Source: an optimization exercise on an open RTL-to-GDS flow (aim: small area, a short achievable clock period and few clock cycles per item). Production flows keep margins and buffers that such runs may drop. The RTL was checked by simulation tests, not by an equivalence proof against the original design.

==> flow/design.v (excerpt) <==
module Divider_Modulo (clk, reset, mode, valid_in, divisor, dividend, result, valid_out);
input wire clk, reset, mode, valid_in;
input wire [31:0] dividend;
input wire [15:0] divisor;
output reg valid_out;
output wire [31:0] result;
reg [14:0] rA, rB;    
reg [16:0] shA, shB;  
reg [14:0] dA, dB;    
reg mA, mB, vA;       
wire [14:0] r0, r1;
wire [16:0] sh0, sh1;
wire [16:0] res;
div_stage0 u_stage0 (.dividend(dividend), .d(divisor[14:0]), .r_out(r0), .sh_out(sh0));
div_stage1 u_stage1 (.r_in(rA), .sh_in(shA), .d(dA), .r_out(r1), .sh_out(sh1));
div_stage2 u_stage2 (.r_in(rB), .sh_in(shB), .d(dB), .mode(mB), .result(res));
always @(posedge clk) begin
	rA <= r0; shA <= sh0; dA <= divisor[14:0]; mA <= mode;
	rB <= r1; shB <= sh1; dB <= dA; mB <= mA;
end
always @(posedge clk or posedge reset) begin
	if (reset) begin
		vA <= 1'b0;
		valid_out <= 1'b0;
	end else begin
		vA <= valid_in;
		valid_out <= vA;
	end
end
assign result = {15'b0, res};
endmodule
clock: 25.0 ns
lec_check: 0
abc_area: 1
cap_margin: 20
core_margin: 2
core_utilization: 60
place_density: 0.75
slew_margin: 20
synth_hierarchical: 1
standard.sh (not shown) runs the stock make flow with config.mk's settings and CLKGATE_MAP_FILE= SYNTH_SCRIPT=/design/flow/synth_recipe.tcl, a recipe that flattens the netlist after the stock synthesis.
==> flow/flow/run.sh <==
#!/bin/bash
# Own layout flow: the standard synthesis unchanged, then the standard
# layout with these changes:
#  - ports are buffered with buf_4 cells instead of the slow delay buffers the
#    default port buffering picks;
#  - repair may resize a cell to any cell of the same function;
set -euo pipefail
bash standard.sh synth > synth.log 2>&1
bash standard.sh "BUFFER_PORTS_ARGS=-buffer_cell sky130_fd_sc_hd__buf_4" \
  SETUP_SLACK_MARGIN=14 TNS_END_PERCENT=0 SKIP_INCREMENTAL_REPAIR=1 finish > layout.log 2>&1
Testbench counts at the start, summed over its fixed seeds: cycles 8,000, items 4,000.
==> next run, changes <==
--- a/flow/config.mk
+++ b/flow/config.mk
@@ -11,2 +11,2 @@
-export CORE_UTILIZATION = 60
-export PLACE_DENSITY = 0.75
+export CORE_UTILIZATION = 40
+export GPL_ROUTABILITY_DRIVEN = 0
Setup slack improved by 0.33 ns; maximum frequency climbs by a few percent; global-route usage went down by 12 points; synthesized cell count does not change.
==> next run, changes <==
==> flow/run.sh (new file) <==
#!/bin/bash
# synth_recipe.tcl (not shown) runs the flow's synth.tcl, then flattens the netlist and writes it again
# the make line also repeats each setting of config.mk as NAME=value (left out here)
make -C /OpenROAD-flow-scripts/flow DESIGN_CONFIG=/design/flow/config.mk WORK_HOME=/design/flow/orfs CLKGATE_MAP_FILE= SYNTH_SCRIPT=/design/flow/synth_recipe.tcl finish
--- a/flow/config.mk
+++ b/flow/config.mk
@@ -12 +11,0 @@
-export GPL_ROUTABILITY_DRIVEN = 0
removed: flow/flow/run.sh
removed: flow/standard.sh
The new run passed the timing, DRC and antenna checks; worst setup slack got worse by 1.4 ns; wire length goes down by 3.2%; final cell count hardly moves; critical path depth increases by 6; count of clock-buffer cells in the layout decreases by 1; core utilization is about the same; worst hold slack hardly moves; design area barely changes; fmax is lower by 11%; via count hardly moves.
==> next run, changes <==
==> flow/flow/run.sh (new file) <==
#!/bin/bash
# Own layout flow: the standard synthesis unchanged, then the standard
# layout with these changes:
#  - ports are buffered with buf_4 cells instead of the slow delay buffers the
#    default port buffering picks;
#  - repair may resize a cell to any cell of the same function;
set -euo pipefail
bash standard.sh synth > synth.log 2>&1
bash standard.sh "BUFFER_PORTS_ARGS=-buffer_cell sky130_fd_sc_hd__buf_4" MATCH_CELL_FOOTPRINT=0 \
  SETUP_SLACK_MARGIN=14 TNS_END_PERCENT=0 SKIP_INCREMENTAL_REPAIR=1 finish > layout.log 2>&1
==> flow/standard.sh (new file) <==
#!/bin/bash
# synth_recipe.tcl (not shown) runs the flow's synth.tcl, then flattens the netlist and writes it again
# the make line also repeats each setting of config.mk as NAME=value (left out here)
make -C /OpenROAD-flow-scripts/flow DESIGN_CONFIG=/design/flow/config.mk WORK_HOME=/design/flow/orfs CLKGATE_MAP_FILE= SYNTH_SCRIPT=/design/flow/synth_recipe.tcl "${@:-finish}"
removed: flow/run.sh
What happened: The changed run finished clean. Cell area stays flat. Routed wire length is higher by 3.3%. Die area does not change.

-- static timing again, ports no longer ideal --
The results above use ideal ports. As a check the final layouts listed here were re-extracted and re-timed, cells and wires unchanged.
Step 1: set_driving_cell puts a clkbuf_16 on clk and a buf_2 on each other input, an assumption about the parent block.
Step 2 adds t to the input delays and takes it off the output delays; t is the mean of the earliest and latest rising clock arrival at the registers after step 1. Input paths then give back, and output paths get back, about the clock's delay inside the block.
a / b / c = no drivers / after step 1 / after step 2; a / b = the first two.
run | t, ns | slack for setup (ns) | worst hold slack (ns) | cell pins on the clock port's net
the first run | 0.407 | 13.735 / 13.687 / 13.532 | 0.329 / 0.329 / 0.329 | 1
the second run | 0.439 | 14.070 / 14.019 / 13.672 | 0.329 / 0.329 / 0.329 | 1
the third run | 0.435 | 12.688 / 12.714 / 12.278 | 0.330 / 0.330 / 0.330 | 1
the fourth run | 0.439 | 14.070 / 14.019 / 13.672 | 0.329 / 0.329 / 0.329 | 1
After both steps every run listed still meets setup and hold. The setup slack of the third run, which loses most, moves by +0.026 ns with the drivers and by -0.410 ns with both steps.
